From an optimization exercise on the open Yosys and OpenROAD flow, aimed at small area, a short achievable clock period and few clock cycles; shortcuts taken in it are not production practice. Function was checked by simulation only, so behaviour that the tests miss may differ from the original.

== run A ==
## SM_2300_Task6_dijkstra
module SM_2300_Task6_dijkstra(
  input clk_50M,
  input rst,
  input go,
  input [5:0] src,
  input [5:0] dst,
  input [209:0] weights,
  output ready,
  output reg out_valid,
  output reg [5:0] out_node,
  output reg out_last,
  output reg [10:0] path_cost
);
For scale: ~250 I/O pins, about 35000 µm² of cells after synthesis.
clock: 80.0 ns
lec_check: 0
abc_area: 1
cap_margin: 20
core_margin: 2
core_utilization: 40
slew_margin: 20
synth_memory_max_bits: 65536
standard.sh (not shown) runs the stock make flow with config.mk's settings and CLKGATE_MAP_FILE= SYNTH_SCRIPT=/design/flow/synth_recipe.tcl, a recipe that flattens the netlist after the stock synthesis.
==> flow/flow/run.sh <==
#!/bin/bash
set -euo pipefail
bash standard.sh "BUFFER_PORTS_ARGS=-buffer_cell sky130_fd_sc_hd__buf_1" "CTS_ARGS=-sink_clustering_enable -repair_clock_nets -dont_use_dummy_load -buf_list sky130_fd_sc_hd__clkbuf_4 -root_buf sky130_fd_sc_hd__clkbuf_16" "SETUP_SLACK_MARGIN=62.9" finish > make_finish.log 2>&1
Testbench counts of run A, summed over its fixed seeds: cycles 867.
The inputs of run B differ from those of run A as listed below.
==> flow/flow/run.sh <==
#!/bin/bash
# Layout flow: the standard layout (standard.sh, every step as the standard flow runs it)
# with two changes to how the layout is built:
#  - the port buffers that buffer_ports adds during placement are sky130_fd_sc_hd__buf_1
#    cells instead of the larger delay-buffer cell it picks by itself (every port still
#    gets its buffer);
#  - clock tree synthesis uses clkbuf_4 cells below a clkbuf_16 root and no dummy loads.
# make's full output goes to make_finish.log in this folder; the ORFS step logs stay under
# orfs/logs/.
set -euo pipefail
bash standard.sh \
  "BUFFER_PORTS_ARGS=-buffer_cell sky130_fd_sc_hd__buf_1" \
  "CTS_ARGS=-sink_clustering_enable -repair_clock_nets -dont_use_dummy_load -buf_list sky130_fd_sc_hd__clkbuf_4 -root_buf sky130_fd_sc_hd__clkbuf_16" \
  finish > make_finish.log 2>&1
Results
Run B vs run A — non-clock buffer count dropped by a few percent
Against run A, worst setup margin in run B came out worse.
Per the comparison of run B with run A, post-layout instance count excluding filler cells now sits at about the same level, hold slack now sits lower.
The share of the clock period used by the worst path after layout in run B was higher than what run A gave.
sky130_fd_sc_hd__or4_4 as the slowest cell on the critical path was reported by run A, and sky130_fd_sc_hd__nor2_1 by run B.
Against run A, time the worst path needs with I/O delays and setup in run B came out worse.
## Diff of input files: run C against run B
==> flow/flow/run.sh <==
#!/bin/bash
set -euo pipefail
bash standard.sh "BUFFER_PORTS_ARGS=-buffer_cell sky130_fd_sc_hd__buf_1" "CTS_ARGS=-sink_clustering_enable -repair_clock_nets -dont_use_dummy_load -buf_list sky130_fd_sc_hd__clkbuf_4 -root_buf sky130_fd_sc_hd__clkbuf_16" "SETUP_SLACK_MARGIN=62.9" "PRE_FLOORPLAN_TCL=$PWD/flow/restructure.tcl" finish > make_finish.log 2>&1
==> flow/flow/restructure.tcl (new file) <==
# Area-oriented resynthesis of the combinational logic with OpenROAD's restructure (ABC),
# run at the start of the floorplan step through ORFS's PRE_FLOORPLAN_TCL hook. Registers
# are not touched. ABC maps onto a copy of the platform's liberty file without the cells
# the platform marks don't-use.
set src_lib [lindex $::env(LIB_FILES) 0]
set lib_ok $::env(RESULTS_DIR)/restructure_cells.lib
set patterns {}
foreach c $::env(DONT_USE_CELLS) { lappend patterns $c }
set in [open $src_lib r]
set out [open $lib_ok w]
set skip 0
set depth 0
while {[gets $in line] >= 0} {
  if {!$skip && [regexp {^\s*cell\s*\(\s*"?([A-Za-z0-9_]+)"?\s*\)} $line -> name]} {
    foreach p $patterns {
      if {[string match $p $name]} { set skip 1; set depth 0; break }
    }
  }
  if {$skip} {
    incr depth [regexp -all {\{} $line]
    incr depth [expr {-[regexp -all {\}} $line]}]
    if {$depth <= 0 && [regexp {\}} $line]} { set skip 0 }
    continue
  }
  puts $out $line
}
close $in
close $out
set_dont_use $::env(DONT_USE_CELLS)
file mkdir $::env(RESULTS_DIR)/rmp
restructure -target area -liberty_file $lib_ok \
  -tielo_port sky130_fd_sc_hd__conb_1/LO -tiehi_port sky130_fd_sc_hd__conb_1/HI \
  -work_dir $::env(RESULTS_DIR)/rmp -abc_logfile $::env(LOG_DIR)/restructure_abc.log
### Flow results
The final layout from run B, which completed every stage, passed the timing, DRC and antenna checks at the end of the flow. Run C | ERROR | floorplan (2_1_floorplan). Against run B, placement row count in run C fell by a little under 10%. Measured against run C, the synthesized cell area of run B comes out at 1.20 times the reference value. Relative to run B, synthesized area per cell increased by 1.5% in run C. Across both runs, synthesized cell count was lower for run C than for run B.
## Diff of input files: run D against run C
==> flow/flow/run.sh <==
#!/bin/bash
set -euo pipefail
bash standard.sh "BUFFER_PORTS_ARGS=-buffer_cell sky130_fd_sc_hd__buf_1" "CTS_ARGS=-sink_clustering_enable -repair_clock_nets -dont_use_dummy_load -buf_list sky130_fd_sc_hd__clkbuf_4 -root_buf sky130_fd_sc_hd__clkbuf_16" "SETUP_SLACK_MARGIN=63.3" finish > make_finish.log 2>&1
removed: flow/flow/restructure.tcl
[summary]
Run D finished end to end and its layout was clean on timing, DRC and antenna.
Higher horizontal die dimension was reported by run D, not run C.
Taking run C as the reference, in run D synthesized netlist cell count picked up an extra 21%; die height picked up an extra 9.2%.
On summed instance area of the synthesized netlist: run D sits above run C.

-- afterwards: timing with drivers on the ports --
The flow's constraints put no driver on any port. The routed layouts listed below were extracted and timed again, unchanged, in two steps. Step 1 (the two cells are an assumption about what drives the block):
set clk [get_ports {clk_50M}]
set_driving_cell -lib_cell sky130_fd_sc_hd__clkbuf_16 $clk
set_driving_cell -lib_cell sky130_fd_sc_hd__buf_2 [delete_from_list [all_inputs] $clk]
Step 2 also shifts input and output timing later by t, the mid clock arrival at the registers, as if the neighbouring blocks saw the same clock. Three values: ideal ports, drivers, drivers and shift; two values: the first two.
run	shift t [ns]	setup slack, ns	hold WS [ns]	slew at the worst register clock pin (ns)
run A	0.664	62.903 / 62.865 / 62.271	0.457 / 0.457 / 0.457	0.07 / 0.07
run B	0.668	62.328 / 62.352 / 61.684	0.444 / 0.444 / 0.444	0.07 / 0.07
run D	0.668	62.929 / 62.855 / 62.335	0.456 / 0.456 / 0.456	0.07 / 0.07
After both steps every run listed still meets setup and hold. The setup slack of run B, which loses most, moves by +0.024 ns with the drivers and by -0.644 ns with both steps.
